What follows belongs to an exercise in optimizing a design on an open flow for a short achievable clock period and few clock cycles; a production flow would make more cautious choices.
Function was checked by simulation only, so behaviour that the tests miss may differ from the original.

== build 7 ==
==> flow/design.v (excerpt) <==
module cpu
(
    input clk,
    input rst,
    output logic read_a,
    output logic [31:0] address_a,
    input logic resp_a,
    input logic [31:0] rdata_a,
    output logic read_b,
    output logic write_b,
    output logic [3:0] wmask_b,
    output logic [31:0] address_b,
    output logic [31:0] wdata_b,
    input logic resp_b,
    input logic [31:0] rdata_b
);
localparam int BI = 5;           
localparam int BT = 4;           
localparam int NB = 1 << BI;
localparam int BH = 13;          
assign read_a = 1'b1;
function automatic logic [31:0] ks_add(input logic [31:0] a, input logic [31:0] b, input logic cin);
    logic [31:0] g, p, gg, pp;
    g = a & b;
    p = a ^ b;
    gg = g;
    gg[0] = g[0] | (p[0] & cin);
    pp = p;
    for (int l = 0; l < 5; l++) begin
        for (int i = 31; i >= (1 << l); i--) begin
            gg[i] = gg[i] | (pp[i] & gg[i - (1 << l)]);
            pp[i] = pp[i] & pp[i - (1 << l)];
        end
    end
    ks_add = p ^ {gg[30:0], cin};
endfunction
function automatic logic lt31(input logic [31:0] a, input logic [31:0] b);
    logic [30:0] l, e;
    l = ~a[30:0] & b[30:0];
    e = ~(a[30:0] ^ b[30:0]);
    for (int k = 0; k < 5; k++) begin
        for (int i = 30; i >= (1 << k); i--) begin
            l[i] = l[i] | (e[i] & l[i - (1 << k)]);
            e[i] = e[i] & e[i - (1 << k)];
        end
    end
    lt31 = l[30];
endfunction
logic [31:0] fpc;
logic        D_v;
logic [31:0] D_ir, D_pc;
logic        D_pt, D_phit;
logic [1:0]  D_pctr;
logic [31:0] D_ptgt;
logic        D_bj;
logic [31:0] D_immbj;
logic        E_v, E_k;          
logic [31:0] E_ptgt;
logic [31:0] E_aa, E_ba;        
logic [31:0] E_ax, E_bx;        
logic [31:0] E_bn;              
  ...
For scale: ~9200 cells after synthesis, about 2500 flip-flops.
Settings: LEC_CHECK=0, ABC_CLOCK_PERIOD_IN_PS=3000, CAP_MARGIN=35, CORE_MARGIN=2, CORE_UTILIZATION=40, SETUP_SLACK_MARGIN=5.0, SLEW_MARGIN=35; clock period 8.5 ns.
run.sh (not shown) runs the stock make flow with config.mk's settings and CLKGATE_MAP_FILE= SYNTH_SCRIPT=/design/flow/synth_recipe.tcl, a recipe that flattens the netlist after the stock synthesis.
Testbench counts of build 7, summed over its fixed seeds: cycles 62,627.
Changes in build 41 relative to build 7:
-- flow/design.v --
<<< build 7, line 546
end
assign f_blk  = m_stl_r | f_h1 | f_h2 | stall_D | D_redir;
logic        f_bb, f_fr;
logic [12:0] f_lo;
logic [31:0] f_btgt;
assign f_bb    = (rdata_a[6:0] == 7'b1100011) & rdata_a[31];
assign f_lo    = fpc[12:0] + {rdata_a[31], rdata_a[7], rdata_a[30:25], rdata_a[11:8], 1'b0};
assign f_btgt  = {fpc[31:13], f_lo[12:0]};
assign f_fr    = f_bb & ~f_pt & ~f_dup;
assign f_norm  = f_blk ? f_norm1 : f_dup ? (D_pt ? D_ptgt : f_pc4) : f_pt ? f_tgt : f_fr ? f_btgt : f_pc4;
assign f_mis = E_mis & ~m_stl_r;
assign f_cpc = E_jvx ? {x_sum[31:1], 1'b0} : x_cond ? E_cT : E_cF;
>>> build 41, line 546
end
assign f_blk  = m_stl_r | f_h1 | f_h2 | stall_D | D_redir;
assign f_norm = (f_pt & ~f_blk) ? f_tgt : f_norm1;
assign f_mis = E_mis & ~m_stl_r;
assign f_cpc = E_jvx ? {x_sum[31:1], 1'b0} : x_cond ? E_cT : E_cF;
<<< build 7, line 606
                         : {{20{rdata_a[31]}}, rdata_a[7], rdata_a[30:25], rdata_a[11:8], 1'b0};
        D_pc   <= fpc;
        D_pt   <= f_pt | (f_fr & ~f_h2);
        D_phit <= f_hit;
        D_pctr <= bctr[f_idx];
        D_ptgt <= f_pt ? f_tgt : f_btgt;
    end
end
>>> build 41, line 599
                         : {{20{rdata_a[31]}}, rdata_a[7], rdata_a[30:25], rdata_a[11:8], 1'b0};
        D_pc   <= fpc;
        D_pt   <= f_pt;
        D_phit <= f_hit;
        D_pctr <= bctr[f_idx];
        D_ptgt <= f_tgt;
    end
end
## What came out
- Build 41 completed every stage of the flow, and the final layout passed the timing, design-rule and antenna checks.
- Summary — post-route core utilization, build 41 relative to build 7: lower, by 1.0 points.
- Clock-cell share of area, build 7 and build 41: smaller value in build 7
- The final reports for build 41 and build 7 show final critical-path required period lower in the former.
- Build 41 against build 7: sequential share of layout area now sits higher; number of register bits inferred by synthesis ~0 delta; proportion of layout cells with a drive suffix above 1 saw a decrease; number of filler cells placed in the layout rose by 174.
- Comparing build 7 against build 41, there is no change at all in number of antenna cells inserted.
- Build 41 vs build 7: non-clock buffer count down in build 41
- In build 41, the headroom to the max-slew limit came out 0.56 points above the value in build 7.
- NOTE: met2 usage in global routing in build 41 falls short of that of build 7
- Diff build 7 and build 41: cell count along the critical path lower in build 7
- Compared with build 7, build 41 ends up with less cell area.
Testbench counts of build 41, summed over its fixed seeds: cycles 63,157.

## afterwards: timing with drivers on the ports
The results above use ideal ports. As a check the final layouts listed here were re-extracted and re-timed, cells and wires unchanged.
Step 1: set_driving_cell puts a clkbuf_16 on clk and a buf_2 on each other input, an assumption about the parent block.
Step 2 moves the port delays by t, midway between the first and last clock arrival at a register: inputs arrive t later, outputs are due t later. That takes back most of the time a late clock gives input paths.
a / b / c = ideal / step 1 / step 2; a / b = the first two.
run	shift t [ns]	setup WS [ns]	latest minus earliest clock arrival (ns)	worst register clock-pin slew, ns
build 7	0.990	4.590 / 4.590 / 3.941	0.104 / 0.103	0.07 / 0.07
build 41	0.994	4.797 / 4.797 / 4.133	0.094 / 0.094	0.08 / 0.08
After both steps setup and hold are still met in every run listed. For build 41, which loses most, drivers alone change the setup slack by 0.000 ns; drivers and shift together by -0.664 ns.
